From an optimization exercise on the open Yosys and OpenROAD flow, aimed at small area, a short achievable clock period and few clock cycles per item; shortcuts taken in it are not production practice.
Function was checked by simulation only, so behaviour that the tests miss may differ from the original.
No activity file was given, so power comes from the tool's default toggle rates.

<file path="flow/config.mk">
export PLATFORM = sky130hd
export DESIGN_NAME = dijkstra_mod
export DESIGN_NICKNAME = dijkstra_mod
export VERILOG_FILES = /design/flow/design.v
export SDC_FILE = /design/flow/constraint.sdc
export NUM_CORES = 4
export LEC_CHECK = 0
export CAP_MARGIN = 20
export CORE_MARGIN = 2
export CORE_UTILIZATION = 30
export SLEW_MARGIN = 20
export SYNTH_MEMORY_MAX_BITS = 65536
</file>
<file path="flow/constraint.sdc">
create_clock -name core_clock -period 20.0 [get_ports {clk}]
set_input_delay 4.0000 -clock core_clock [delete_from_list [all_inputs] [get_ports {clk}]]
set_output_delay 4.0000 -clock core_clock [all_outputs]
set_load 0.01 [all_outputs]
</file>
<file path="flow/design.v">
`timescale 1ns / 1ps
module dijkstra_mod(
    input clk,
    input rst,
    input start,
    input [7:0] src,
    input [7:0] dest,
    output reg path_ready,
    output reg [95:0] path
    );
  function [7:0] attach(input [7:0] c);
    begin
      attach = c;
      if (c[3:0] == 4'd0) attach[3:0] = 4'd1;
      else case (c[7:4])
        4'h0: attach[7:4] = 4'h1;
        4'h2: attach[7:4] = (c[3] | (c[2] & c[1])) ? 4'h1 : 4'h3;
        4'h4: attach[7:4] = 4'h3;
        4'h5: attach[7:4] = 4'h6;
        4'h7: attach[7:4] = 4'h6;
        4'h8: attach[7:4] = 4'h9;
        4'hA: attach[7:4] = (c[3] | (c[2] & c[1])) ? 4'hB : 4'h9;
        4'hC: attach[7:4] = 4'hB;
        default: ;
      endcase
    end
  endfunction
  function is_stub(input [7:0] c);
    is_stub = (c[3:0] == 4'd0) || !(c[7:4] == 4'h1 || c[7:4] == 4'h3 || c[7:4] == 4'h6 || c[7:4] == 4'h9 || c[7:4] == 4'hB);
  endfunction
  function [28:0] step(input [28:0] h, input [63:0] m);
    begin
      step[0] = h[1] & m[2] | h[5] & m[10];    
      step[1] = h[0] & m[0] | h[2] & m[4];    
      step[2] = h[1] & m[3] | h[3] & m[6];    
      step[3] = h[2] & m[5] | h[4] & m[8];    
      step[4] = h[3] & m[7] | h[18] & m[40];    
      step[5] = h[0] & m[1] | h[6] & m[13] | h[10] & m[21];    
      step[6] = h[5] & m[11] | h[7] & m[15];    
      step[7] = h[6] & m[14] | h[8] & m[17];    
      step[8] = h[7] & m[16] | h[9] & m[19];    
      step[9] = h[8] & m[18] | h[14] & m[30];    
      step[10] = h[5] & m[12] | h[11] & m[23] | h[19] & m[43];    
      step[11] = h[10] & m[22] | h[12] & m[26];    
      step[12] = h[11] & m[24] | h[13] & m[28];    
      step[13] = h[12] & m[27] | h[14] & m[31];    
      step[14] = h[9] & m[20] | h[13] & m[29] | h[15] & m[33] | h[23] & m[52];    
      step[15] = h[14] & m[32] | h[16] & m[36];    
      step[16] = h[15] & m[34] | h[17] & m[38];    
      step[17] = h[16] & m[37] | h[18] & m[41];    
      step[18] = h[4] & m[9] | h[17] & m[39] | h[28] & m[62];    
      step[19] = h[11] & m[25] | h[20] & m[46] | h[24] & m[54];    
      step[20] = h[19] & m[44] | h[21] & m[48];    
      step[21] = h[20] & m[47] | h[22] & m[50];    
      step[22] = h[21] & m[49] | h[23] & m[53];    
      step[23] = h[15] & m[35] | h[22] & m[51];    
      step[24] = h[19] & m[45] | h[25] & m[56];    
      step[25] = h[24] & m[55] | h[26] & m[58];    
      step[26] = h[25] & m[57] | h[27] & m[60];    
      step[27] = h[26] & m[59] | h[28] & m[63];    
      step[28] = h[18] & m[42] | h[27] & m[61];    
    end
  endfunction
  function [7:0] code(input [28:0] h);
    begin
      code[0] = h[0] | h[2] | h[4] | h[5] | h[7] | h[9] | h[10] | h[12] | h[14] | h[16] | h[18] | h[19] | h[21] | h[23] | h[24] | h[26] | h[28];
      code[1] = h[1] | h[2] | h[6] | h[7] | h[11] | h[12] | h[15] | h[16] | h[20] | h[21] | h[25] | h[26];
      code[2] = h[1] | h[2] | h[8] | h[9] | h[13] | h[14] | h[15] | h[16] | h[22] | h[23] | h[25] | h[26];
      code[3] = h[3] | h[4] | h[17] | h[18] | h[27] | h[28];
      code[4] = h[0] | h[1] | h[2] | h[3] | h[4] | h[5] | h[6] | h[7] | h[8] | h[9] | h[19] | h[20] | h[21] | h[22] | h[23] | h[24] | h[25] | h[26] | h[27] | h[28];
      code[5] = h[5] | h[6] | h[7] | h[8] | h[9] | h[10] | h[11] | h[12] | h[13] | h[14] | h[15] | h[16] | h[17] | h[18] | h[24] | h[25] | h[26] | h[27] | h[28];
      code[6] = h[10] | h[11] | h[12] | h[13] | h[14] | h[15] | h[16] | h[17] | h[18];
      code[7] = h[19] | h[20] | h[21] | h[22] | h[23] | h[24] | h[25] | h[26] | h[27] | h[28];
    end
  endfunction
  function [28:0] onehot(input [7:0] c);
    begin
      onehot[0] = c == 8'h11;
      onehot[1] = c == 8'h16;
      onehot[2] = c == 8'h17;
      onehot[3] = c == 8'h18;
      onehot[4] = c == 8'h19;
      onehot[5] = c == 8'h31;
      onehot[6] = c == 8'h32;
      onehot[7] = c == 8'h33;
      onehot[8] = c == 8'h34;
      onehot[9] = c == 8'h35;
      onehot[10] = c == 8'h61;
      onehot[11] = c == 8'h62;
      onehot[12] = c == 8'h63;
      onehot[13] = c == 8'h64;
      onehot[14] = c == 8'h65;
      onehot[15] = c == 8'h66;
      onehot[16] = c == 8'h67;
      onehot[17] = c == 8'h68;
      onehot[18] = c == 8'h69;
      onehot[19] = c == 8'h91;
      onehot[20] = c == 8'h92;
      onehot[21] = c == 8'h93;
      onehot[22] = c == 8'h94;
      onehot[23] = c == 8'h95;
      onehot[24] = c == 8'hB1;
      onehot[25] = c == 8'hB6;
      onehot[26] = c == 8'hB7;
      onehot[27] = c == 8'hB8;
      onehot[28] = c == 8'hB9;
    end
  endfunction
  function [63:0] preds(input [7:0] s);
    begin
      preds[0] = (s[1] & s[2] & ~s[6] & ~s[7]) | (s[3] & ~s[6] & ~s[7]) | (s[0] & s[3]);    
      preds[1] = (~s[2] & ~s[3] & s[5]) | (~s[3] & s[7]) | (~s[0] & s[7]) | (~s[1] & s[2]) | (s[1] & s[6]) | (~s[0] & s[6]);    
      preds[2] = (~s[0] & ~s[1] & s[2] & ~s[7]) | (~s[1] & s[2] & ~s[6] & ~s[7]) | (~s[2] & ~s[3]);    
      preds[3] = (s[1] & s[2] & s[6]) | (s[0] & s[1] & s[2]) | (s[0] & s[2] & ~s[4]) | (s[2] & s[7]) | (s[3]);    
      preds[4] = (~s[1] & s[2] & ~s[6] & ~s[7]) | (~s[0] & s[1] & ~s[6] & ~s[7]) | (~s[4] & ~s[5] & s[6] & ~s[7]) | (~s[1] & ~s[2] & ~s[3]) | (s[1] & ~s[2] & ~s[7]) | (~s[0] & s[1] & ~s[2]);    
      preds[5] = (s[2] & s[5] & s[6]) | (s[0] & s[1] & s[7]) | (s[2] & s[4] & s[6]) | (s[2] & s[7]) | (s[3]);    
      preds[6] = (~s[0] & ~s[2] & ~s[3] & ~s[7]) | (~s[3] & ~s[4] & ~s[5] & ~s[7]) | (~s[0] & ~s[3] & ~s[6] & ~s[7]) | (~s[1] & ~s[2] & ~s[3]) | (s[1] & ~s[6] & ~s[7]);    
      preds[7] = (s[0] & s[1] & s[5] & s[6]) | (s[2] & s[5] & s[6]) | (s[0] & s[4] & s[6]) | (s[0] & ~s[1] & s[2]) | (s[2] & s[4] & s[6]) | (s[3] & s[7]) | (s[3] & s[6]) | (s[2] & s[7]) | (s[0] & s[3]) | (s[1] & s[7]);    
      preds[8] = (~s[2] & ~s[4] & ~s[5] & ~s[7]) | (~s[0] & s[3] & ~s[6] & ~s[7]) | (~s[1] & ~s[2] & ~s[3] & ~s[7]) | (s[1] & ~s[6] & ~s[7]);    
      preds[9] = (s[1] & s[5] & s[6]) | (s[3] & s[6]) | (s[4] & s[6]) | (~s[1] & s[2]) | (s[7]);    
      preds[10] = (s[1] & s[2] & ~s[6] & ~s[7]) | (s[3] & ~s[6] & ~s[7]) | (~s[5] & ~s[6] & ~s[7]);    
      preds[11] = (~s[4] & ~s[5] & s[6] & ~s[7]) | (s[1] & s[2] & s[6] & ~s[7]) | (s[1] & ~s[2] & ~s[6] & ~s[7]) | (~s[1] & s[2] & ~s[6] & ~s[7]) | (s[3] & s[6] & ~s[7]) | (s[0] & ~s[1] & s[2]) | (s[0] & s[3] & s[7]);    
      preds[12] = (~s[0] & ~s[1] & ~s[3] & s[5] & s[6]) | (s[1] & ~s[2] & s[4] & s[6]) | (~s[2] & ~s[3] & s[5] & s[6]) | (~s[1] & s[2] & s[4] & s[6]) | (~s[2] & ~s[3] & s[7]) | (s[1] & s[7]) | (~s[0] & s[7]);    
      preds[13] = (~s[0] & ~s[1] & ~s[3] & s[5] & s[6]) | (~s[0] & ~s[1] & ~s[3] & s[4] & ~s[5]) | (~s[2] & ~s[3] & s[5] & s[6]) | (~s[2] & ~s[3] & s[4] & ~s[5]) | (s[1] & s[2] & ~s[6]) | (~s[3] & ~s[4] & s[7]) | (s[3] & ~s[6] & ~s[7]) | (~s[1] & ~s[2] & ~s[3]);    
      preds[14] = (s[0] & s[1] & ~s[2] & ~s[6] & ~s[7]) | (s[0] & ~s[4] & ~s[5] & s[6] & ~s[7]) | (s[1] & s[2] & s[6] & ~s[7]) | (~s[1] & s[2] & ~s[6] & ~s[7]) | (~s[1] & ~s[4] & ~s[5] & s[6]) | (s[0] & ~s[1] & s[2]) | (s[3] & s[6]) | (s[3] & s[7]);    
      preds[15] = (s[0] & ~s[2] & s[4] & s[6]) | (s[1] & s[2] & ~s[6] & ~s[7]) | (~s[1] & ~s[2] & ~s[6] & ~s[7]) | (~s[2] & ~s[3] & s[5] & s[6]) | (~s[0] & ~s[2] & ~s[3]) | (~s[0] & s[1] & s[7]) | (~s[2] & ~s[3] & s[7]);    
      preds[16] = (s[0] & s[2] & s[7]) | (s[2] & s[6] & ~s[7]) | (~s[1] & s[2]) | (s[3] & s[7]) | (s[3] & s[6]);    
      preds[17] = (~s[2] & ~s[4] & ~s[5] & ~s[7]) | (~s[0] & ~s[2] & ~s[6] & ~s[7]) | (s[1] & ~s[6] & ~s[7]) | (~s[0] & ~s[2] & ~s[3]) | (~s[1] & ~s[2] & ~s[3]);    
      preds[18] = (s[0] & s[1] & s[5] & s[6]) | (s[2] & s[5] & s[6]) | (s[0] & s[1] & s[7]) | (s[0] & s[4] & s[6]) | (s[0] & ~s[1] & s[2]) | (s[2] & s[4] & s[6]) | (s[3] & s[6]) | (s[3] & s[7]) | (s[2] & s[7]) | (s[0] & s[3]);    
      preds[19] = (~s[1] & ~s[2] & ~s[3] & ~s[7]) | (~s[3] & ~s[4] & ~s[5] & ~s[7]) | (~s[0] & ~s[3] & ~s[6] & ~s[7]) | (s[1] & ~s[6] & ~s[7]);    
      preds[20] = (s[2] & s[5] & s[6]) | (s[1] & s[5] & s[6]) | (s[4] & s[6]) | (s[7]) | (s[3]);    
      preds[21] = (~s[4] & ~s[5] & ~s[7]) | (~s[6] & ~s[7]);    
      preds[22] = (s[2] & s[5] & s[6]) | (s[1] & s[5] & s[6]) | (s[4] & s[6]) | (s[3] & s[6]) | (s[7]);    
      preds[23] = (~s[1] & ~s[2] & ~s[3] & ~s[7]) | (s[1] & ~s[6] & ~s[7]) | (~s[4] & ~s[5] & ~s[7]) | (~s[0] & ~s[6] & ~s[7]);    
      preds[24] = (s[0] & s[1] & s[5] & s[6]) | (s[0] & s[4] & s[6]) | (s[2] & s[5] & s[6]) | (s[0] & ~s[1] & s[2]) | (s[2] & s[4] & s[6]) | (s[3] & s[6] & ~s[7]) | (s[0] & s[3]);    
      preds[25] = (~s[2] & ~s[3] & s[7]) | (s[1] & s[7]) | (~s[0] & s[7]);    
      preds[26] = (~s[0] & ~s[3] & s[7]) | (~s[1] & ~s[2] & ~s[3]) | (s[1] & ~s[4] & ~s[5]) | (~s[0] & ~s[2] & ~s[3]) | (s[1] & ~s[6]);    
      preds[27] = (s[2] & s[6] & ~s[7]) | (~s[1] & s[2] & ~s[7]) | (s[0] & ~s[1] & s[2]) | (s[3]);    
      preds[28] = (~s[2] & ~s[3] & s[5] & s[6]) | (s[1] & ~s[2] & s[4] & ~s[5]) | (~s[0] & s[1] & ~s[4] & ~s[5]) | (~s[0] & s[1] & ~s[6]) | (~s[1] & ~s[2] & ~s[3]) | (s[1] & ~s[2] & s[7]);    
      preds[29] = (s[1] & s[2] & s[6] & ~s[7]) | (s[0] & s[1] & ~s[6] & ~s[7]) | (s[0] & ~s[4] & ~s[5] & s[6]) | (~s[1] & s[2] & ~s[6]) | (~s[1] & ~s[4] & ~s[5]) | (s[0] & s[2]) | (s[3]);    
      preds[30] = (~s[1] & ~s[3] & ~s[6] & ~s[7]) | (s[1] & ~s[2] & ~s[6] & ~s[7]) | (~s[4] & ~s[5] & s[6] & ~s[7]);    
      preds[31] = (~s[0] & ~s[1] & ~s[3] & s[5] & s[6]) | (~s[2] & ~s[3] & s[5] & s[6]) | (~s[0] & ~s[2] & ~s[3] & s[7]) | (~s[1] & ~s[2] & ~s[3] & s[7]) | (~s[2] & ~s[3] & s[4] & s[6]) | (~s[1] & ~s[3] & s[4] & s[6]);    
      preds[32] = (s[0] & s[1] & s[7]) | (s[1] & s[2]) | (s[2] & s[7]) | (s[3]);    
      preds[33] = (~s[2] & ~s[3] & ~s[7]) | (~s[1] & s[2] & ~s[7]) | (~s[1] & ~s[2] & ~s[3]);    
      preds[34] = (s[0] & s[1] & s[2]) | (s[1] & s[2] & ~s[6]) | (s[6] & s[7]) | (s[3]);    
      preds[35] = (~s[1] & s[2] & s[7]) | (s[1] & ~s[2] & s[7]);    
      preds[36] = (~s[0] & ~s[3] & s[6] & ~s[7]) | (~s[1] & ~s[3]) | (~s[2] & ~s[3]);    
      preds[37] = (s[1] & s[2] & ~s[6]) | (s[6] & s[7]) | (s[3]);    
      preds[38] = (~s[3] & s[6] & ~s[7]) | (~s[1] & ~s[3]) | (~s[2] & ~s[3]);    
      preds[39] = (s[1] & s[2] & ~s[6]) | (s[3] & ~s[6]) | (s[6] & s[7]) | (s[0] & s[3]);    
      preds[40] = (s[1] & s[2] & ~s[6] & ~s[7]) | (~s[5] & ~s[6] & ~s[7]) | (s[3] & ~s[6] & ~s[7]);    
      preds[41] = (~s[3] & s[6] & ~s[7]) | (~s[2] & ~s[3] & s[5]) | (~s[5] & ~s[6] & s[7]) | (~s[0] & s[6] & ~s[7]) | (~s[1] & s[2]);    
      preds[42] = (s[1] & s[2] & s[7]) | (s[3] & s[7]);    
      preds[43] = (~s[7]);    
      preds[44] = (s[1] & ~s[2] & s[7]) | (~s[1] & s[2] & s[7]);    
      preds[45] = (s[1] & s[2] & s[7]) | (s[4] & s[5] & s[7]) | (s[3] & s[7]);    
      preds[46] = (~s[0] & ~s[1] & s[2] & ~s[7]) | (s[1] & s[2] & ~s[6]) | (~s[2] & ~s[3] & ~s[7]) | (~s[1] & ~s[2] & s[7]) | (~s[4] & ~s[5] & s[6]) | (~s[0] & s[3] & ~s[6]);    
      preds[47] = (s[0] & s[1] & ~s[2] & s[7]) | (s[1] & s[2] & s[6] & ~s[7]) | (s[0] & ~s[1] & s[2]) | (~s[1] & s[2] & s[7]) | (s[3] & s[6] & ~s[7]) | (s[0] & s[3] & ~s[5]);    
      preds[48] = (~s[2] & ~s[3] & ~s[7]) | (s[1] & s[2] & ~s[6]) | (~s[1] & ~s[2] & s[7]) | (~s[0] & ~s[2] & s[7]) | (s[6] & s[7]);    
      preds[49] = (s[2] & s[6] & ~s[7]) | (~s[1] & s[2]) | (s[3] & ~s[7]);    
      preds[50] = (~s[0] & ~s[2] & s[7]) | (~s[1] & ~s[2] & ~s[3]) | (~s[0] & s[1] & ~s[2]) | (~s[0] & s[1] & ~s[6]) | (s[1] & s[7]);    
      preds[51] = (~s[1] & s[2] & ~s[7]) | (s[0] & s[1] & ~s[7]) | (s[2] & s[6] & ~s[7]) | (s[0] & ~s[1] & s[2]) | (s[0] & s[3]) | (s[3] & ~s[7]);    
      preds[52] = (~s[7]) | (s[3]);    
      preds[53] = (~s[2] & ~s[3] & s[7]) | (~s[0] & s[2] & s[7]) | (s[1] & s[7]);    
      preds[54] = (~s[3] & ~s[5] & ~s[6]) | (s[1] & ~s[2]) | (~s[3] & ~s[7]) | (~s[0] & ~s[7]) | (~s[1] & s[2]);    
      preds[55] = (s[1] & s[2] & s[7]) | (s[3] & s[7]) | (s[0] & s[3]);    
      preds[56] = (~s[5] & ~s[6] & s[7]) | (~s[0] & ~s[1] & ~s[3]) | (~s[2] & ~s[3]);    
      preds[57] = (s[1] & s[2] & ~s[7]) | (s[0] & s[2] & s[5]) | (s[0] & s[2] & ~s[4]) | (s[3]);    
      preds[58] = (~s[5] & ~s[6] & s[7]) | (~s[0] & ~s[3] & s[7]) | (~s[2] & ~s[3]);    
      preds[59] = (s[2] & ~s[7]) | (s[3]);    
      preds[60] = (~s[0] & ~s[2] & ~s[3]) | (~s[0] & s[2] & s[7]) | (~s[1] & ~s[2] & ~s[3]) | (s[1] & s[7]);    
      preds[61] = (s[0] & ~s[1] & s[2]) | (s[0] & s[1] & ~s[7]) | (s[3] & ~s[7]) | (s[2] & ~s[7]) | (s[0] & s[3]);    
      preds[62] = (s[1] & ~s[7]) | (~s[1] & s[2]) | (s[3] & ~s[7]) | (~s[5] & ~s[7]);    
      preds[63] = (~s[1] & ~s[2] & ~s[3] & s[5]) | (~s[2] & ~s[3] & s[7]) | (~s[0] & s[3] & s[7]) | (s[1] & s[7]);    
    end
  endfunction
  reg [7:0] s_q;       
  reg [7:0] cur;       
  reg busy;
  reg [1:0] win;     
  wire [63:0] m = preds(s_q);
  wire sstub = is_stub(s_q);
  wire [28:0] h [0:4];
  wire [7:0] c [1:4];
  wire [4:0] nz;
  wire first = busy && cur != s_q && is_stub(cur);
  assign h[0] = busy ? onehot(cur) : 29'd0;
  assign h[1] = step(h[0], m) | (first ? onehot(attach(cur)) : 29'd0);
  assign h[2] = step(h[1], m);
  assign h[3] = step(h[2], m);
  assign h[4] = step(h[3], m);
  assign nz[0] = |h[0];
  assign nz[1] = |h[1];
  assign nz[2] = |h[2];
  assign nz[3] = |h[3];
  assign nz[4] = |h[4];
  assign c[1] = code(h[1]) | ((sstub && nz[0] && !nz[1]) ? s_q : 8'd0);
  assign c[2] = code(h[2]) | ((sstub && nz[1] && !nz[2]) ? s_q : 8'd0);
  assign c[3] = code(h[3]) | ((sstub && nz[2] && !nz[3]) ? s_q : 8'd0);
  assign c[4] = code(h[4]) | ((sstub && nz[3] && !nz[4]) ? s_q : 8'd0);
  wire fin = !nz[4] || c[4] == s_q || win == 2'd2;
  always @(posedge clk) begin
    if (rst) begin
      busy <= 1'b0;
      path_ready <= 1'b0;
    end else if (!busy) begin
      if (start) begin
        busy <= 1'b1;
        path_ready <= 1'b0;
        s_q <= src;
        cur <= dest;
        win <= 2'd0;
        path[7:0] <= dest;
        path[1*8 +: 8] <= c[1];
        path[2*8 +: 8] <= c[2];
        path[3*8 +: 8] <= c[3];
        path[4*8 +: 8] <= c[4];
        path[5*8 +: 8] <= c[1];
        path[6*8 +: 8] <= c[2];
        path[7*8 +: 8] <= c[3];
        path[8*8 +: 8] <= c[4];
        path[9*8 +: 8] <= c[1];
        path[10*8 +: 8] <= c[2];
        path[11*8 +: 8] <= c[3];
      end
    end else begin
      cur <= c[4];
      win <= win + 2'd1;
      if (fin) begin
        busy <= 1'b0;
        path_ready <= 1'b1;
      end
      if (win == 2'd0) path[1*8 +: 8] <= c[1];
      if (win == 2'd0) path[2*8 +: 8] <= c[2];
      if (win == 2'd0) path[3*8 +: 8] <= c[3];
      if (win == 2'd0) path[4*8 +: 8] <= c[4];
      if (win == 2'd1) path[5*8 +: 8] <= c[1];
      if (win == 2'd1) path[6*8 +: 8] <= c[2];
      if (win == 2'd1) path[7*8 +: 8] <= c[3];
      if (win == 2'd1) path[8*8 +: 8] <= c[4];
      if (win == 2'd2) path[9*8 +: 8] <= c[1];
      if (win == 2'd2) path[10*8 +: 8] <= c[2];
      if (win == 2'd2) path[11*8 +: 8] <= c[3];
    end
  end
endmodule
</file>
<file path="flow/run.sh">
#!/bin/bash
# synth_recipe.tcl (not shown) runs the flow's synth.tcl, then flattens the netlist and writes it again
# the make line also repeats each setting of config.mk as NAME=value (left out here)
make -C /OpenROAD-flow-scripts/flow DESIGN_CONFIG=/design/flow/config.mk WORK_HOME=/design/flow/orfs CLKGATE_MAP_FILE= SYNTH_SCRIPT=/design/flow/synth_recipe.tcl finish
</file>
==> results of run 1 <==
## metal layers
metal	vias up	share of wire [%]	global-route usage, %
li1	4379	-	-
met1	5067	39	38.0
met4	2	7.5	17.8
met3	204	10	6.12
met5	-	0.028	0
met2	827	43	45.1
## flip-flops by register name (all words and copies together) (netlist names)
name and count:
path 96, cur 8, win 2, busy 1
path_ready 1, s_q 8
## worst min-delay path, cell delays in order, from the launching register on
cell and delay, ps:
sky130_fd_sc_hd__dfxtp_1 340, sky130_fd_sc_hd__nand3b_1 80, sky130_fd_sc_hd__o31ai_1 70, sky130_fd_sc_hd__a21o_1 80
## cells by family after synthesis
kind of cell	after synthesis	synth area share, %
flip-flops	116	37.1
adder cells (fa/ha/maj)	3	0.402
AO/OA/AOI/OAI	378	29.8
multiplexers	4	0.455
buffers and inverters	99	4.93
AND/OR/NAND/NOR	441	25.8
XOR/XNOR	17	1.59
## cell usage after synthesis (12+ instances only)
cell type / n
sky130_fd_sc_hd__edfxtp_1: 114
sky130_fd_sc_hd__nand2_1: 102
sky130_fd_sc_hd__nor2_1: 70
sky130_fd_sc_hd__o21ai_0: 52
sky130_fd_sc_hd__a21oi_1: 51
sky130_fd_sc_hd__nor3_1: 49
sky130_fd_sc_hd__nand3_1: 41
sky130_fd_sc_hd__o22ai_1: 33
sky130_fd_sc_hd__buf_2: 29
sky130_fd_sc_hd__clkbuf_1: 26
sky130_fd_sc_hd__a22oi_1: 24
sky130_fd_sc_hd__inv_1: 24
sky130_fd_sc_hd__nor2b_1: 20
sky130_fd_sc_hd__and2_1: 19
sky130_fd_sc_hd__nand4_1: 18
sky130_fd_sc_hd__nor4_1: 18
sky130_fd_sc_hd__a211oi_1: 17
sky130_fd_sc_hd__a211o_1: 16
sky130_fd_sc_hd__a21o_1: 16
sky130_fd_sc_hd__nand2b_1: 16
sky130_fd_sc_hd__o21a_1: 15
sky130_fd_sc_hd__o31ai_1: 12
sky130_fd_sc_hd__o32ai_1: 12
## power breakdown
| group | internal, W | leakage (nW) | switching [W] |
|---|---|---|---|
| combinational | 0.0000813 | 2.85 | 0.000141 |
| sequential | 0.000305 | 1.11 | 0.0000179 |
| clock | 0.000185 | 0.281 | 0.000120 |
| total | 0.000571 | 4.24 | 0.000278 |
## worst min-delay path by stage
| stage | cells past startpoint | to | slack [ps] | start |
|---|---|---|---|---|
| floorplan | 1 | win[0]$_SDFFCE_PN0P_ | 550 | win[0]$_SDFFCE_PN0P_ |
| global placement | 1 | win[0]$_SDFFCE_PN0P_ | 580 | win[0]$_SDFFCE_PN0P_ |
| detailed placement | 3 | path_ready$_SDFFE_PP0P_ | 560 | path_ready$_SDFFE_PP0P_ |
| CTS | 3 | path_ready$_SDFFE_PP0P_ | 590 | path_ready$_SDFFE_PP0P_ |
| global route | 1 | win[0]$_SDFFCE_PN0P_ | 640 | win[0]$_SDFFCE_PN0P_ |
| finish | 3 | path_ready$_SDFFE_PP0P_ | 590 | path_ready$_SDFFE_PP0P_ |
## metrics by stage
step | worst slack, ps | area, um^2 | cells
after floorplan | 14340 | 9350 | 1058
after global placement | 13290 | 10900 | 1523
after detailed placement | 13550 | 10900 | 1523
after CTS | 13530 | 11400 | 1555
after global routing | 13100 | 11400 | 1555
final | 13090 | 11400 | 1556
## area by class of cell
class / count / area [um^2] / area share [%]
sequential: 116 / 3460 / 30.3
multi-input combinational: 843 / 5450 / 47.6
antenna: 1 / 2.50 / 0.0219
clock buffer: 18 / 429 / 3.75
timing repair buffer: 141 / 1350 / 11.8
clock inverter: 14 / 155 / 1.36
tap: 396 / 495 / 4.33
inverter: 27 / 101 / 0.886
==> impl_summary.txt, run 1 <==
----------------------------------------------------
[CTS]
  Number of buffers created by CTS ... 17
  Clock Sink Count ... 116
  TritonCTS clock tree ... built
  CTS hold repair buffers ... 0
  Clock transition time at the flip-flop clock pins of the worst setup and hold paths ... 70 ps
  CTS root buffer ... sky130_fd_sc_hd__clkbuf_16
  Clock tree buffer depth ... 2
  Resize count post-CTS ... 0
  Buffer count from post-CTS setup fixing ... 0
  Clock latency of the later-clocked register in the worst-skew pair ... 430 ps
  Deepest level of the CTS H-tree ... 4

[STA]
  Final Critical Period ... 6910 ps
  Ratio of final minimum period to clock period ... 34.5%
  Max-slew headroom at the worst pin ... 23.1%
  Maximum operating frequency ... 0.145 GHz
  Number of max-slew violations in the final report ... 0
  Setup total negative slack ... 0 ps
  Count of final setup violators ... 0
  Unrepaired setup endpoints after global routing ... false
  Worst clock skew ... 21.1 ps
  Final worst hold slack ... 591 ps
  Number of hold-slack violations in the final timing report ... 0
  Worst Max-Slew Pin Slew ... 1150 ps

[Yosys]
  Gate count after technology mapping ... 1,058
  Top FF cell, synth ... sky130_fd_sc_hd__edfxtp_1
  Share of synthesized area occupied by flip-flops and latches ... 37.1%
  Average cell area after synthesis ... 8.83 um^2
  Number of distinct standard cells referenced by the synthesized netlist ... 97
  Post-synth net total ... 1,080
  Post-synthesis sequential element count ... 116
  Post-synth EDFFs ... 114
  Largest area contributor in the netlist ... sky130_fd_sc_hd__edfxtp_1
  Top area cells in the synthesized netlist ... sky130_fd_sc_hd__edfxtp_1 (37%), sky130_fd_sc_hd__nand2_1 (4.1%), sky130_fd_sc_hd__nor2_1 (2.8%), sky130_fd_sc_hd__o21ai_0 (2.8%), sky130_fd_sc_hd__a21oi_1 (2.7%)
  Cell area after synthesis ... 9350 um^2
  Async set-or-reset flop fraction in the synthesized netlist ... 0%
  Portion of synthesized cell area occupied by the leading cell type ... 36.6%
  Yosys warnings ... 1

[Placement]
  DPL Wire Length ... 37,900 um
  PortBufs ... 115
  Final Wtd Congestion ... 1.10

[Die]
  Core region area ... 30,700 um^2
  I/O pin cnt ... 116
  Starting density of the core ... 30.5%
  Vertical die dimension ... 181 um
  Die area ... 32,600 um^2
  Die Span X ... 181 um
  Placement row count ... 64

[Finish]
  Leading cell type in the layout, fill and taps excluded ... sky130_fd_sc_hd__clkdlybuf4s50_1
  Layout filler cell count ... 3,105
  Fin nets ... 1,168
  Growth of design area from synthesis to finish ... 22.4%
  Top library cells by usage in the layout, fill and taps aside ... sky130_fd_sc_hd__clkdlybuf4s50_1 (115), sky130_fd_sc_hd__edfxtp_1 (114), sky130_fd_sc_hd__nand2_1 (102)
  Fraction of layout cells with a size suffix above 1 ... 8.97%
  Final Util ... 37.3%

[Power]
  IR Drop Worst-Case VDD ... 0.0463 mV
  Cell area power density ... 74.2 nW/um^2
  Total Power ... 0.000850 W
  Leak ... 4.24 nW

[Critical path]
  Worst setup path class ... flip-flop to flip-flop
  FF-to-FF End ... cur[5]$_DFFE_PP_
  Nature of the critical path endpoint ... flip-flop
  Reg2Reg Setup Slack ... 13,090 ps
  Critical path required time ... 20,170 ps
  Critical-path cell list ... buf_4 > nor2b_1 > o21ai_0 > o2111ai_1 > nand2_1 > o221ai_1 > a222oi_1 > o22ai_1 > a222oi_1 > nand3_1 > nor3_2 > nand4_1 > a21o_1 > a21o_1
  Cell count along the critical path ... 14
  Slowest cell on the critical path ... sky130_fd_sc_hd__a222oi_1
  Data arrival time of the worst path ... 7080 ps
  CP top delay family ... compound AO/OA/AOI/OAI gates
  RR Startpoint ... s_q[1]$_DFFE_PP_
  R2r worst-path depth ... 14
  Startpoint kind of the worst setup timing path ... flip-flop
  Destination of the critical timing path ... cur[5]$_DFFE_PP_
  Buf+Inv Stages, Crit Path ... 1
  Crit. Startpoint ... s_q[1]$_DFFE_PP_
  CP peak stage delay ... 1060 ps
  Crit-path max FO ... 54

[Global routing]
  Global-route total usage across every layer ... 29.4%
  Number of antenna violations at the first check in global routing ... 2
  Largest net degree at the start of global routing ... 63
  First-pass GRT wire length ... 70,800 um
  Number of global-route vias before repair ... 9,930
  GRT overflow ... 0

[Route]
  Number of vias per cell after detailed routing ... 6.73
  Total length of routed wires ... 49,100 um
  Number of iterations in the first detailed-routing pass ... 6
  Count of nets left with antenna violations after detail routing ... 0
  Routed wire length per instance ... 31.6 um
  Number of DRC violations after detailed-routing iteration 0 ... 1,782
  Total via count after detailed routing ... 10,500
  Post-route DRC violation count ... 0

[Flow run]
  Maximum Capacitance Violations ... 0

[Status]
  Status ... finished clean

[Hold path]
  Type of the most critical hold path ... flip-flop to flip-flop

----------------------------------------------------
Testbench counts, summed over its fixed seeds: cycles 188, queries 64.
==> inputs of run 2 (changes only) <==
==> flow/flow/run.sh (new file) <==
#!/bin/bash
# Standard ORFS layout (the standard.sh), with timing repair asked to reach a
# larger setup slack than the clock needs, so the layout runs faster.  The clock
# period, SDC and all other settings are the standard flow's.
set -euo pipefail
export SETUP_SLACK_MARGIN=15
bash standard.sh > standard_flow.log 2>&1
==> flow/standard.sh (new file) <==
#!/bin/bash
# synth_recipe.tcl (not shown) runs the flow's synth.tcl, then flattens the netlist and writes it again
# the make line also repeats each setting of config.mk as NAME=value (left out here)
make -C /OpenROAD-flow-scripts/flow DESIGN_CONFIG=/design/flow/config.mk WORK_HOME=/design/flow/orfs CLKGATE_MAP_FILE= SYNTH_SCRIPT=/design/flow/synth_recipe.tcl "${@:-finish}"
removed: flow/run.sh
==> run 2 against run 1 <==
  * Still clean on timing, DRC and antenna
  * Final cell count increased by 5.9%
  * Clock-buffer cell count unchanged
  * Cell area increased by 11%
  * Worst hold slack got worse by 7.5 ps
  * Fmax increased by 37%
  * Critical path type unchanged
==> impl_summary.txt, run 2 <==
----------------------------------------------------
[Die]
  Die area ... 32,600 um^2 (unchanged)
  Die Span X ... 181 um (unchanged)
  I/O pin cnt ... 116 (unchanged)
  Placement row count ... 64 (unchanged)
  Starting density of the core ... 30.5% (unchanged)
  Vertical die dimension ... 181 um (unchanged)
  Core region area ... 30,700 um^2 (unchanged)

[CTS]
  Clock transition time at the flip-flop clock pins of the worst setup and hold paths ... 60 ps (was 70 ps)
  Clock latency of the later-clocked register in the worst-skew pair ... 430 ps (about the same)
  TritonCTS clock tree ... built (unchanged)
  CTS root buffer ... sky130_fd_sc_hd__clkbuf_16 (unchanged)
  Clock tree buffer depth ... 2 (unchanged)
  Number of buffers created by CTS ... 17 (unchanged)
  Deepest level of the CTS H-tree ... 4 (unchanged)
  CTS hold repair buffers ... 0 (unchanged)
  Clock Sink Count ... 116 (unchanged)

[Global routing]
  First-pass GRT wire length ... 76,400 um (was 70,800 um)
  Global-route total usage across every layer ... 32.3% (was 29.4%)
  Number of global-route vias before repair ... 10,400 (was 9,930)
  Largest net degree at the start of global routing ... 63 (unchanged)
  GRT overflow ... 0 (unchanged)
  Number of antenna violations at the first check in global routing ... 1 (was 2)

[Yosys]
  Post-synth EDFFs ... 114 (unchanged)
  Portion of synthesized cell area occupied by the leading cell type ... 36.6% (unchanged)
  Cell area after synthesis ... 9350 um^2 (unchanged)
  Async set-or-reset flop fraction in the synthesized netlist ... 0% (unchanged)
  Top area cells in the synthesized netlist ... sky130_fd_sc_hd__edfxtp_1 (37%), sky130_fd_sc_hd__nand2_1 (4.1%), sky130_fd_sc_hd__nor2_1 (2.8%), sky130_fd_sc_hd__o21ai_0 (2.8%), sky130_fd_sc_hd__a21oi_1 (2.7%) (unchanged)
  Post-synthesis sequential element count ... 116 (unchanged)
  Yosys warnings ... 1 (unchanged)
  Average cell area after synthesis ... 8.83 um^2 (unchanged)
  Most common cell in the netlist ... sky130_fd_sc_hd__edfxtp_1 (unchanged)
  Top FF cell, synth ... sky130_fd_sc_hd__edfxtp_1 (unchanged)
  Gate count after technology mapping ... 1,058 (unchanged)
  Commonest cells in the netlist ... sky130_fd_sc_hd__edfxtp_1 (114), sky130_fd_sc_hd__nand2_1 (102), sky130_fd_sc_hd__nor2_1 (70) (unchanged)
  Share of synthesized area occupied by flip-flops and latches ... 37.1% (unchanged)
  Post-synth net total ... 1,080 (unchanged)
  Largest area contributor in the netlist ... sky130_fd_sc_hd__edfxtp_1 (unchanged)
  Number of distinct standard cells referenced by the synthesized netlist ... 97 (unchanged)

[Finish]
  Top library cells by usage in the layout, fill and taps aside ... sky130_fd_sc_hd__edfxtp_1 (114), sky130_fd_sc_hd__nand2_1 (99), sky130_fd_sc_hd__buf_2 (97) (was sky130_fd_sc_hd__clkdlybuf4s50_1 (115), sky130_fd_sc_hd__edfxtp_1 (114), sky130_fd_sc_hd__nand2_1 (102))
  Antenna diode count ... 0 (was 1)
  Fraction of layout cells with a size suffix above 1 ... 31.9% (was 8.97%)
  Leading cell type in the layout, fill and taps excluded ... sky130_fd_sc_hd__edfxtp_1 (was sky130_fd_sc_hd__clkdlybuf4s50_1)
  Cell Count, Final, Fillers Out ... 1,648 (was 1,556)
  Register bank with the most flops ... path (unchanged)
  Max reg flops ... 96 (unchanged)
  Registers with the most flip-flops ... path x96, cur x8, s_q x8 (unchanged)
  Fin nets ... 1,262 (was 1,168)
  Growth of design area from synthesis to finish ... 35.5% (was 22.4%)

[STA]
  Unrepaired setup endpoints after global routing ... true (was false)
  Setup total negative slack ... 0 ps (unchanged)
  Worst Max-Slew Pin Slew ... 1140 ps (was 1150 ps)
  Final Critical Period ... 5040 ps (was 6910 ps)
  Maximum operating frequency ... 0.198 GHz (was 0.145 GHz)
  Number of hold-slack violations in the final timing report ... 0 (unchanged)
  Ratio of final minimum period to clock period ... 25.2% (was 34.5%)
  Max-slew headroom at the worst pin ... 23.4% (was 23.1%)
  Number of max-slew violations in the final report ... 0 (unchanged)
  Worst clock skew ... 19.4 ps (was 21.1 ps)
  Count of final setup violators ... 0 (unchanged)

[Critical path]
  Data arrival time of the worst path ... 5230 ps (was 7080 ps)
  Nature of the critical path endpoint ... flip-flop (unchanged)
  Worst setup path class ... flip-flop to flip-flop (unchanged)
  Crit-path max FO ... 20 (was 54)
  Critical path required time ... 20,190 ps (was 20,170 ps)
  Startpoint kind of the worst setup timing path ... flip-flop (unchanged)

[Flow run]
  Maximum Capacitance Violations ... 0 (unchanged)

[Route]
  Total via count after detailed routing ... 11,200 (was 10,500)
  Total length of routed wires ... 55,000 um (was 49,100 um)
  Number of DRC violations after detailed-routing iteration 0 ... 1,901 (was 1,782)
  Number of vias per cell after detailed routing ... 6.78 (was 6.73)
  Number of iterations in the first detailed-routing pass ... 7 (was 6)
  Post-route DRC violation count ... 0 (unchanged)
  Count of nets left with antenna violations after detail routing ... 0 (unchanged)
  Routed wire length per instance ... 33.3 um (was 31.6 um)

[Placement]
  DPL Wire Length ... 38,800 um (was 37,900 um)
  Final Wtd Congestion ... 1.08 (was 1.10)
  PortBufs ... 115 (unchanged)
  Dpl cells ... 1,527 (was 1,523)

[Power]
  Cell area power density ... 70.8 nW/um^2 (was 74.2 nW/um^2)
  Leak ... 4.94 nW (was 4.24 nW)
  IR Drop Worst-Case VDD ... 0.0455 mV (was 0.0463 mV)

[Status]
  Status ... finished clean (unchanged)

[Hold path]
  Type of the most critical hold path ... flip-flop to flip-flop (unchanged)

----------------------------------------------------
run 2: routing by layer:
layer | share of wire [%] | global-route usage, % | up-vias
li1 | - | - | 4591
met1 | 39 | 42.1 | 5396
met2 | 42 | 48.5 | 936
met3 | 11 | 8.27 | 250
met4 | 7.9 | 18.7 | 0
met5 | 0 | 0.296 | -
run 2: per-stage QoR:
step	area (um^2)	hold slack, ps	power (W)	setup slack, ps	util [%]
after floorplan	9370	553	0.000444	14940	-
after global placement	10900	578	0.000550	13660	35.5
after detailed placement	10900	582	0.000548	13660	35.5
after CTS	11900	590	0.000877	14990	38.9
after global routing	12700	608	0.000928	14940	41.3
final	12700	584	0.000896	14960	41.3
run 2: final timing paths:
kind                                           start                    to  slack (ps)  cells after the start
worst max register to register      s_q[3]$_DFFE_PP_      cur[5]$_DFFE_PP_       14960                     16
worst min register to register  win[0]$_SDFFCE_PN0P_  win[0]$_SDFFCE_PN0P_         580                      1
worst max-delay path                s_q[3]$_DFFE_PP_      cur[5]$_DFFE_PP_       14960                     16
worst min-delay path            win[0]$_SDFFCE_PN0P_  win[0]$_SDFFCE_PN0P_         580                      1
run 2: critical path, stage by stage (launching register included):
cell and delay, ps:
sky130_fd_sc_hd__edfxtp_1 370, sky130_fd_sc_hd__buf_6 190, sky130_fd_sc_hd__buf_16 190, sky130_fd_sc_hd__clkinvlp_4 110, sky130_fd_sc_hd__buf_4 170, sky130_fd_sc_hd__and3_1 340
sky130_fd_sc_hd__o32ai_1 260, sky130_fd_sc_hd__a21oi_1 290, sky130_fd_sc_hd__o22ai_1 180, sky130_fd_sc_hd__a211oi_4 400, sky130_fd_sc_hd__o21a_1 250, sky130_fd_sc_hd__a2bb2o_1 370
sky130_fd_sc_hd__or4b_4 610, sky130_fd_sc_hd__nor3_4 320, sky130_fd_sc_hd__nand4_1 290, sky130_fd_sc_hd__a21o_1 270, sky130_fd_sc_hd__a21o_1 160
run 2: power by group:
part	switching, W	internal (W)
clock network	0.000111	0.000207
logic	0.000173	0.0000901
registers	0.00000903	0.000305
total	0.000294	0.000603
run 2: cells by family (layout without fill, tap and decap cells):
family | Yosys count | after routing | share of synthesized area [%]
AOI/OAI and AO/OA | 378 | 381 | 29.8
xor gates and xnor gates | 17 | 17 | 1.59
adders and majority gates | 3 | 3 | 0.402
buffers and inverters | 99 | 290 | 4.93
DFF | 116 | 116 | 37.1
muxes | 4 | 4 | 0.455
and+or+nand+nor | 441 | 441 | 25.8
run 2: final cells by class:
cell class / count / area (um^2)
fillers: 3035 / 18000
multi-input cells: 846 / 6170
flip-flops and latches: 116 / 3470
repair buffers: 232 / 1800
well taps: 396 / 495
clock buffers: 18 / 429
clock inverters: 13 / 184
inverters: 27 / 130
run 2: repair_timing:
action / 4_1_cts / 5_1_grt
endpoints found under the setup margin: 275 / 137
cloned: 3 / 3
resized for setup: 484 / 81
setup buffers: 47 / 37
pin swaps: 16 / 30
==> inputs of run 3 (changes only) <==
==> flow/flow/run.sh (replaced) <==
#!/bin/bash
# Standard ORFS layout (the standard.sh), with timing repair asked to reach a
# larger setup slack than the clock needs, so the layout runs faster, and the
# smallest buffer cell for the port buffers.  The clock period, SDC and all
# other settings are the standard flow's.
set -euo pipefail
export SETUP_SLACK_MARGIN=15
export BUFFER_PORTS_ARGS="-buffer_cell sky130_fd_sc_hd__buf_1"
bash standard.sh > standard_flow.log 2>&1
--- a/flow/config.mk
+++ b/flow/config.mk
@@ -9,4 +9,5 @@
 export CORE_MARGIN = 2
 export CORE_UTILIZATION = 30
+export CTS_BUF_LIST = sky130_fd_sc_hd__clkbuf_8
 export SLEW_MARGIN = 20
 export SYNTH_MEMORY_MAX_BITS = 65536
==> run 3 against run 2 <==
  * Still clean
  * Fmax shrank 2.0%
  * Routed wire length shrank 3.7%
  * Flip-flop and latch count is the same
  * Sequential share of layout area grew 1.6 points
  * Synthesized area is the same
  * Clock power shrank 31%
  * Non-clock buffer count shrank 21
  * Global-route usage shrank 0.85 points
  * Critical path type unchanged
  * Largest cell class unchanged
==> impl_summary.txt, run 3 <==
----------------------------------------------------
[Yosys]
  Top area cells in the synthesized netlist ... sky130_fd_sc_hd__edfxtp_1 (37%), sky130_fd_sc_hd__nand2_1 (4.1%), sky130_fd_sc_hd__nor2_1 (2.8%), sky130_fd_sc_hd__o21ai_0 (2.8%), sky130_fd_sc_hd__a21oi_1 (2.7%) (unchanged)
  Largest area contributor in the netlist ... sky130_fd_sc_hd__edfxtp_1 (unchanged)
  Commonest cells in the netlist ... sky130_fd_sc_hd__edfxtp_1 (114), sky130_fd_sc_hd__nand2_1 (102), sky130_fd_sc_hd__nor2_1 (70) (unchanged)
  Post-synthesis sequential element count ... 116 (unchanged)
  Most common cell in the netlist ... sky130_fd_sc_hd__edfxtp_1 (unchanged)
  Share of synthesized area occupied by flip-flops and latches ... 37.1% (unchanged)
  Yosys warnings ... 1 (unchanged)
  Post-synth EDFFs ... 114 (unchanged)
  Gate count after technology mapping ... 1,058 (unchanged)
  Portion of synthesized cell area occupied by the leading cell type ... 36.6% (unchanged)
  Async set-or-reset flop fraction in the synthesized netlist ... 0% (unchanged)
  Average cell area after synthesis ... 8.83 um^2 (unchanged)
  Cell area after synthesis ... 9350 um^2 (unchanged)
  Post-synth net total ... 1,080 (unchanged)
  Top FF cell, synth ... sky130_fd_sc_hd__edfxtp_1 (unchanged)
  Number of distinct standard cells referenced by the synthesized netlist ... 97 (unchanged)

[Hold path]
  Type of the most critical hold path ... flip-flop to flip-flop (unchanged)

[Critical path]
  Slowest cell on the critical path ... sky130_fd_sc_hd__nor4b_1 (was sky130_fd_sc_hd__or4b_4)
  Critical path required time ... 20,220 ps (was 20,190 ps)
  Data arrival time of the worst path ... 5360 ps (was 5230 ps)
  Crit-path max FO ... 12 (was 20)
  Worst setup path class ... flip-flop to flip-flop (unchanged)
  CP peak stage delay ... 1020 ps (was 610 ps)
  Crit-path most repeated cell ... sky130_fd_sc_hd__a21o_1 (unchanged)
  Nature of the critical path endpoint ... flip-flop (unchanged)
  Critical-path cell list ... buf_12 > buf_4 > nor4b_1 > nand3_1 > a2bb2oi_1 > o21ai_1 > a21o_1 > a222oi_1 > buf_4 > o22ai_1 > a221oi_2 > nand4_1 > nor4_4 > and4b_2 > a21o_1 > a21o_1 (was buf_6 > buf_16 > clkinvlp_4 > buf_4 > and3_1 > o32ai_1 > a21oi_1 > o22ai_1 > a211oi_4 > o21a_1 > a2bb2o_1 > or4b_4 > nor3_4 > nand4_1 > a21o_1 > a21o_1)
  Startpoint kind of the worst setup timing path ... flip-flop (unchanged)

[Route]
  Number of iterations in the first detailed-routing pass ... 5 (was 7)
  Count of nets left with antenna violations after detail routing ... 0 (unchanged)
  Post-route DRC violation count ... 0 (unchanged)
  Routed wire length per instance ... 32.6 um (was 33.3 um)
  Total via count after detailed routing ... 11,100 (was 11,200)
  Total length of routed wires ... 52,900 um (was 55,000 um)
  Number of DRC violations after detailed-routing iteration 0 ... 1,608 (was 1,901)
  Number of vias per cell after detailed routing ... 6.80 (was 6.78)

[STA]
  Number of max-slew violations in the final report ... 0 (unchanged)
  Final Critical Period ... 5150 ps (was 5040 ps)
  Maximum operating frequency ... 0.194 GHz (was 0.198 GHz)
  Worst Max-Slew Pin Slew ... 1190 ps (was 1140 ps)
  Max-slew headroom at the worst pin ... 19.6% (was 23.4%)
  Unrepaired setup endpoints after global routing ... true (unchanged)
  Ratio of final minimum period to clock period ... 25.7% (was 25.2%)
  Worst clock skew ... 20.2 ps (was 19.4 ps)
  Number of hold-slack violations in the final timing report ... 0 (unchanged)
  Setup total negative slack ... 0 ps (unchanged)
  Final worst hold slack ... 594 ps (was 584 ps)
  Count of final setup violators ... 0 (unchanged)

[Finish]
  Fraction of layout cells with a size suffix above 1 ... 26.8% (was 31.9%)
  Growth of design area from synthesis to finish ... 28.1% (was 35.5%)
  Leading cell type in the layout, fill and taps excluded ... sky130_fd_sc_hd__edfxtp_1 (unchanged)
  Registers with the most flip-flops ... path x96, cur x8, s_q x8 (unchanged)
  Cell Count, Final, Fillers Out ... 1,625 (was 1,648)
  Top library cells by usage in the layout, fill and taps aside ... sky130_fd_sc_hd__edfxtp_1 (114), sky130_fd_sc_hd__nand2_1 (101), sky130_fd_sc_hd__buf_4 (79) (was sky130_fd_sc_hd__edfxtp_1 (114), sky130_fd_sc_hd__nand2_1 (99), sky130_fd_sc_hd__buf_2 (97))
  Register bank with the most flops ... path (unchanged)
  Antenna diode count ... 0 (unchanged)
  Max reg flops ... 96 (unchanged)
  Final Util ... 39.0% (was 41.3%)
  Fin nets ... 1,238 (was 1,262)

[Global routing]
  Global-route total usage across every layer ... 31.5% (was 32.3%)
  First-pass GRT wire length ... 75,300 um (was 76,400 um)
  Largest net degree at the start of global routing ... 51 (was 63)
  Number of antenna violations at the first check in global routing ... 2 (was 1)
  Number of global-route vias before repair ... 10,500 (was 10,400)
  GRT overflow ... 0 (unchanged)

[Placement]
  DPL Wire Length ... 38,200 um (was 38,800 um)
  Dpl cells ... 1,519 (was 1,527)
  Final Wtd Congestion ... 1.05 (was 1.08)
  PortBufs ... 115 (unchanged)

[CTS]
  TritonCTS clock tree ... built (unchanged)
  CTS root buffer ... sky130_fd_sc_hd__clkbuf_8 (was sky130_fd_sc_hd__clkbuf_16)
  Clock latency of the later-clocked register in the worst-skew pair ... 460 ps (was 430 ps)
  CTS hold repair buffers ... 0 (unchanged)
  Clock tree buffer depth ... 2 (unchanged)
  Clock transition time at the flip-flop clock pins of the worst setup and hold paths ... 80 ps (was 60 ps)
  Number of buffers created by CTS ... 17 (unchanged)
  Clock Sink Count ... 116 (unchanged)
  Deepest level of the CTS H-tree ... 4 (unchanged)

[Die]
  Vertical die dimension ... 181 um (unchanged)
  I/O pin cnt ... 116 (unchanged)
  Die area ... 32,600 um^2 (unchanged)
  Die Span X ... 181 um (unchanged)
  Starting density of the core ... 30.5% (unchanged)
  Placement row count ... 64 (unchanged)
  Core region area ... 30,700 um^2 (unchanged)

[Status]
  Status ... finished clean (unchanged)

[Flow run]
  Maximum Capacitance Violations ... 0 (unchanged)

[Power]
  Total Power ... 0.000783 W (was 0.000896 W)
  Leak ... 4.56 nW (was 4.94 nW)
  IR Drop Worst-Case VDD ... 0.0505 mV (was 0.0455 mV)
  Cell area power density ... 65.4 nW/um^2 (was 70.8 nW/um^2)

----------------------------------------------------
[run 3: report_power, final]
| part | internal (W) | switching, W |
|---|---|---|
| sequential | 0.000305 | 0.0000114 |
| clock | 0.000111 | 0.000108 |
| combinational | 0.0000800 | 0.000168 |
[run 3: metal layers]
metal	vias to the layer above	wire length [um]	global-route usage, %
li1	4526	-	-
met5	-	29	0
met1	5297	20200	40.0
met4	4	4290	19.5
met2	977	22300	47.6
met3	253	6120	8.41
[run 3: cell type report]
type,count,area [um^2]
clock buffer,17,234
clock inverter,15,156
fill,3155,18700
inverter,27,114
multi-input combinational,843,6070
sequential,116,3460
tap,396,495
timing repair buffer,211,1430
[run 3: logic make-up (layout without fill, tap and decap cells)]
kind of cell / after synthesis / in the layout / share of synthesized area [%]
compound gates: 378 / 378 / 29.8
xor+xnor: 17 / 17 / 1.59
fa+ha+maj: 3 / 3 / 0.402
buf+inv: 99 / 270 / 4.93
mux: 4 / 4 / 0.455
flops: 116 / 116 / 37.1
simple gates: 441 / 441 / 25.8
[run 3: path summary, 6_finish.rpt]
check                          start                 endpoint  slack [ps]  depth (start not counted)
min reg2reg  path_ready$_SDFFE_PP0P_  path_ready$_SDFFE_PP0P_         590                          3
max                 cur[0]$_DFFE_PP_         cur[7]$_DFFE_PP_       14850                         16
min          path_ready$_SDFFE_PP0P_  path_ready$_SDFFE_PP0P_         590                          3
max reg2reg         cur[0]$_DFFE_PP_         cur[7]$_DFFE_PP_       14850                         16
[run 3: metrics by stage]
stage	instance area, um^2	setup slack (ps)
after floorplan	9370	14940
after global placement	10100	13280
after detailed placement	10100	13430
after CTS	11400	14940
after global routing	12000	14840
final	12000	14850
[run 3: timing repair]
item | CTS | global route
hold endpoints to repair | 0 | 0
gates cloned | 1 | 1
pin swaps | 16 | 9
setup buffers | 47 | 25
resized for setup | 97 | 114
endpoints found under the setup margin | 185 | 237
[run 3: critical path: cells and delay by family (launching register included)]
family	cells	cell delay (ps)
compound gates	8	1800
flops	1	420
simple gates	5	2110
buf+inv	3	570
==> inputs of run 4 (changes only) <==
--- a/flow/config.mk
+++ b/flow/config.mk
@@ -9,5 +9,5 @@
 export CORE_MARGIN = 2
 export CORE_UTILIZATION = 30
-export CTS_BUF_LIST = sky130_fd_sc_hd__clkbuf_8
 export SLEW_MARGIN = 20
 export SYNTH_MEMORY_MAX_BITS = 65536
+export TNS_END_PERCENT = 10
==> run 4 against run 3 <==
  * Die area is the same
  * Register-to-register slack gained 130 ps
  * Total power grew 11%
  * Flip-flop and latch count is the same
  * Via count grew 1.3%
  * Sequential share of layout area shrank 0.50 points
  * Critical path depth shrank 2
  * Final cell count grew 0.18%
  * Routed wire length grew 0.47%
  * Largest cell class unchanged
  * Largest power group unchanged
  * Highest routed layer unchanged
==> impl_summary.txt, run 4 <==
----------------------------------------------------
[Finish]
  Registers with the most flip-flops ... path x96, cur x8, s_q x8 (unchanged)
  Fraction of layout cells with a size suffix above 1 ... 22.6% (was 26.8%)
  Max reg flops ... 96 (unchanged)
  Leading cell type in the layout, fill and taps excluded ... sky130_fd_sc_hd__buf_1 (was sky130_fd_sc_hd__edfxtp_1)
  Growth of design area from synthesis to finish ... 30.3% (was 28.1%)
  Fin nets ... 1,241 (was 1,238)
  Antenna diode count ... 0 (unchanged)
  Top library cells by usage in the layout, fill and taps aside ... sky130_fd_sc_hd__buf_1 (115), sky130_fd_sc_hd__edfxtp_1 (114), sky130_fd_sc_hd__nand2_1 (101) (was sky130_fd_sc_hd__edfxtp_1 (114), sky130_fd_sc_hd__nand2_1 (101), sky130_fd_sc_hd__buf_4 (79))
  Cell Count, Final, Fillers Out ... 1,628 (was 1,625)
  Register bank with the most flops ... path (unchanged)
  Design Area, Final ... 12,200 um^2 (was 12,000 um^2)

[Yosys]
  Area share of xor/xnor cells in the synthesized design ... 1.59% (unchanged)
  Share of synthesized cell area in full adder, half adder and majority cells ... 0.402% (unchanged)
  Compound-cell area share of the yosys netlist ... 29.8% (unchanged)
  Largest area contributor in the netlist ... sky130_fd_sc_hd__edfxtp_1 (unchanged)
  Cell area after synthesis ... 9350 um^2 (unchanged)
  Mux cell area share after synthesis ... 0.455% (unchanged)
  Gate count after technology mapping ... 1,058 (unchanged)
  Commonest cells in the netlist ... sky130_fd_sc_hd__edfxtp_1 (114), sky130_fd_sc_hd__nand2_1 (102), sky130_fd_sc_hd__nor2_1 (70) (unchanged)
  Number of distinct standard cells referenced by the synthesized netlist ... 97 (unchanged)
  Async set-or-reset flop fraction in the synthesized netlist ... 0% (unchanged)
  Share of synthesized area occupied by flip-flops and latches ... 37.1% (unchanged)
  Average cell area after synthesis ... 8.83 um^2 (unchanged)
  Yosys warnings ... 1 (unchanged)
  Post-synth net total ... 1,080 (unchanged)
  Most common cell in the netlist ... sky130_fd_sc_hd__edfxtp_1 (unchanged)
  Top FF cell, synth ... sky130_fd_sc_hd__edfxtp_1 (unchanged)
  Simple-gate share of the synthesized area ... 25.8% (unchanged)
  Top area cells in the synthesized netlist ... sky130_fd_sc_hd__edfxtp_1 (37%), sky130_fd_sc_hd__nand2_1 (4.1%), sky130_fd_sc_hd__nor2_1 (2.8%), sky130_fd_sc_hd__o21ai_0 (2.8%), sky130_fd_sc_hd__a21oi_1 (2.7%) (unchanged)
  Post-synth EDFFs ... 114 (unchanged)
  Post-synthesis sequential element count ... 116 (unchanged)
  Combinational family with the most area after synthesis ... compound AO/OA/AOI/OAI gates (unchanged)
  Portion of synthesized cell area occupied by the leading cell type ... 36.6% (unchanged)

[CTS]
  CTS root buffer ... sky130_fd_sc_hd__clkbuf_16 (was sky130_fd_sc_hd__clkbuf_8)
  Clock latency of the later-clocked register in the worst-skew pair ... 430 ps (was 460 ps)
  Clock Sink Count ... 116 (unchanged)
  Clock tree buffer depth ... 2 (unchanged)
  TritonCTS clock tree ... built (unchanged)
  Deepest level of the CTS H-tree ... 4 (unchanged)
  Number of buffers created by CTS ... 17 (unchanged)
  Clock transition time at the flip-flop clock pins of the worst setup and hold paths ... 60 ps (was 80 ps)

[Flow run]
  Maximum Capacitance Violations ... 0 (unchanged)

[Route]
  Total length of routed wires ... 53,200 um (was 52,900 um)
  Number of vias per cell after detailed routing ... 6.88 (was 6.80)
  Total via count after detailed routing ... 11,200 (was 11,100)
  Number of DRC violations after detailed-routing iteration 0 ... 1,632 (was 1,608)
  Count of nets left with antenna violations after detail routing ... 0 (unchanged)
  Number of iterations in the first detailed-routing pass ... 8 (was 5)
  Post-route DRC violation count ... 0 (unchanged)
  Routed wire length per instance ... 32.7 um (was 32.6 um)

[Critical path]
  Startpoint kind of the worst setup timing path ... flip-flop (unchanged)
  Critical-path cell list ... buf_8 > nor2_4 > buf_12 > a221oi_2 > o21ai_2 > a32oi_1 > o31ai_1 > a22oi_2 > o22ai_1 > a221oi_2 > nand4_1 > or4_1 > a21o_1 > a21o_1 (was buf_12 > buf_4 > nor4b_1 > nand3_1 > a2bb2oi_1 > o21ai_1 > a21o_1 > a222oi_1 > buf_4 > o22ai_1 > a221oi_2 > nand4_1 > nor4_4 > and4b_2 > a21o_1 > a21o_1)
  Crit-path max FO ... 47 (was 12)
  R2r worst-path depth ... 14 (was 16)
  Nature of the critical path endpoint ... flip-flop (unchanged)
  Reg2Reg Setup Slack ... 14,980 ps (was 14,850 ps)
  CP peak stage delay ... 670 ps (was 1020 ps)
  Slowest cell on the critical path ... sky130_fd_sc_hd__or4_1 (was sky130_fd_sc_hd__nor4b_1)
  FF-to-FF End ... cur[0]$_DFFE_PP_ (was cur[7]$_DFFE_PP_)
  Worst setup path class ... flip-flop to flip-flop (unchanged)
  RR Startpoint ... s_q[7]$_DFFE_PP_ (was cur[0]$_DFFE_PP_)
  Critical path required time ... 20,170 ps (was 20,220 ps)
  Data arrival time of the worst path ... 5190 ps (was 5360 ps)

[STA]
  Max-slew headroom at the worst pin ... 27.1% (was 19.6%)
  Setup total negative slack ... 0 ps (unchanged)
  Number of hold-slack violations in the final timing report ... 0 (unchanged)
  Number of max-slew violations in the final report ... 0 (unchanged)
  Worst clock skew ... 19.8 ps (was 20.2 ps)
  Final Critical Period ... 5020 ps (was 5150 ps)
  Worst Max-Slew Pin Slew ... 1090 ps (was 1190 ps)
  Unrepaired setup endpoints after global routing ... true (unchanged)
  Ratio of final minimum period to clock period ... 25.1% (was 25.7%)
  Count of final setup violators ... 0 (unchanged)
  Maximum operating frequency ... 0.199 GHz (was 0.194 GHz)

[Power]
  IR Drop Worst-Case VDD ... 0.0505 mV (about the same)
  Total Power ... 0.000868 W (was 0.000783 W)
  Clock Power Share ... 34.7% (was 27.9%)
  Share of total power consumed by net switching ... 34.6% (was 36.6%)
  Int Pwr ... 0.000568 W (was 0.000496 W)
  Power share of the sequential group ... 36.5% (was 40.4%)
  Net switching power ... 0.000300 W (was 0.000287 W)
  Cell area power density ... 71.3 nW/um^2 (was 65.4 nW/um^2)
  Leak ... 4.45 nW (was 4.56 nW)
  Logic gate share of total power ... 28.8% (was 31.6%)

[Hold path]
  Startpoint of the most critical hold path ... win[0]$_SDFFCE_PN0P_ (was path_ready$_SDFFE_PP0P_)
  Type of the most critical hold path ... flip-flop to flip-flop (unchanged)
  Endpoint with the worst hold slack ... win[0]$_SDFFCE_PN0P_ (was path_ready$_SDFFE_PP0P_)
  Instance count along the most critical hold path ... 1 (was 3)

[Die]
  Vertical die dimension ... 181 um (unchanged)
  Die area ... 32,600 um^2 (unchanged)
  Starting density of the core ... 30.5% (unchanged)
  Die Span X ... 181 um (unchanged)
  Placement row count ... 64 (unchanged)
  Core region area ... 30,700 um^2 (unchanged)
  I/O pin cnt ... 116 (unchanged)

[Placement]
  PortBufs ... 115 (unchanged)
  DPL Wire Length ... 38,200 um (unchanged)
  Placed instance area ... 10,100 um^2 (unchanged)
  Dpl cells ... 1,519 (unchanged)
  Final Wtd Congestion ... 1.05 (unchanged)

[Global routing]
  Number of global-route vias before repair ... 10,500 (about the same)
  Number of antenna violations at the first check in global routing ... 1 (was 2)
  GRT overflow ... 0 (unchanged)
  Largest net degree at the start of global routing ... 61 (was 51)
  First-pass GRT wire length ... 75,200 um (was 75,300 um)
  Global-route total usage across every layer ... 31.4% (was 31.5%)

[Status]
  Status ... finished clean (unchanged)

----------------------------------------------------
run 4: how the worst max path moves through the flow:
stage | from | to | cells after the start | slack (ps)
3_3_place_gp | s_q[7]$_DFFE_PP_ | cur[7]$_DFFE_PP_ | 15 | 13280
3_5_place_dp | s_q[7]$_DFFE_PP_ | cur[7]$_DFFE_PP_ | 15 | 13430
5_1_grt | s_q[2]$_DFFE_PP_ | cur[0]$_DFFE_PP_ | 15 | 14980
2_1_floorplan | rst | path[10]$_DFFE_PP_ | 3 | 14940
4_1_cts | rst | path[63]$_DFFE_PP_ | 4 | 14890
6_report | s_q[7]$_DFFE_PP_ | cur[0]$_DFFE_PP_ | 14 | 14980
run 4: timing repair:
item | CTS | global route
resized for setup | 88 | 70
hold buffers | 0 | 0
setup endpoints to repair | 163 | 166
pin swaps | 16 | 18
cloned | 0 | 3
buffers inserted | 45 | 29
run 4: cell families (layout without fill, tap and decap cells):
group,Yosys count,in the layout
mux,4,4
fa+ha+maj,3,3
xor+xnor,17,17
compound gates,378,381
flops,116,116
buf+inv,99,270
simple gates,441,441
run 4: critical path, delay by kind of cell, from the launching register on:
kind / cells / cell delay [ps]
AOI/OAI and AO/OA: 9 / 2720
buffers and inverters: 2 / 510
DFF: 1 / 440
and+or+nand+nor: 3 / 1070
run 4: power groups by stage:
stage	combinational [W]	clock (W)	sequential, W
detailed placement	0.000189	0	0.000330
CTS	0.000224	0.000306	0.000318
floorplan	0.000115	0	0.000329
finish	0.000250	0.000301	0.000317
global route	0.000260	0.000317	0.000319
global placement	0.000190	0	0.000330
run 4: metrics by stage:
step | hold WS (ps) | worst slack (ps) | utilization, %
finish | 598 | 14980 | 39.7
detailed placement | 591 | 13430 | 33.0
global placement | 580 | 13280 | 33.0
floorplan | 553 | 14940 | -
CTS | 607 | 14890 | 37.7
global route | 646 | 14980 | 39.7
run 4: cell type report:
type | count | area (um^2)
Fill cell | 3148 | 18500
Multi-Input combinational cell | 846 | 6210
Sequential cell | 116 | 3460
Timing Repair Buffer | 211 | 1310
Tap cell | 396 | 495
Clock buffer | 17 | 425
Clock inverter | 15 | 156
Inverter | 27 | 115
run 4: routing by layer:
| layer | GRT usage (%) | vias to the layer above | share of wire (%) |
|---|---|---|---|
| li1 | - | 4538 | - |
| met1 | 39.5 | 5392 | 38 |
| met2 | 47.6 | 988 | 42 |
| met3 | 8.41 | 278 | 11 |
| met4 | 20.3 | 2 | 8.2 |
| met5 | 0 | - | 0.019 |

static timing again, ports no longer ideal:
Ports are ideal in the flow. The routed layouts listed here were re-timed in OpenROAD.
Step 1 (the two cells are an assumption about what drives the block):
set clk [get_ports {clk}]
set_driving_cell -lib_cell sky130_fd_sc_hd__clkbuf_16 $clk
set_driving_cell -lib_cell sky130_fd_sc_hd__buf_2 [delete_from_list [all_inputs] $clk]
Step 2 also shifts input and output timing later by t, the mid clock arrival at the registers, as if the neighbouring blocks saw the same clock.
Slacks: ideal ports / drivers / drivers and shift; pairs: ideal ports / drivers.
| run | t (ns) | setup slack, ns | cell pins on the clock port's net |
|---|---|---|---|
| run 1 | 0.470 | 13.091 / 13.091 / 13.091 | 1 |
| run 2 | 0.473 | 14.956 / 14.956 / 14.544 | 1 |
| run 3 | 0.499 | 14.851 / 14.851 / 14.447 | 1 |
| run 4 | 0.464 | 14.982 / 14.952 / 14.617 | 1 |
After both steps every run listed still meets setup and hold. For run 2, which loses most, drivers alone change the setup slack by 0.000 ns; drivers and shift together by -0.412 ns.
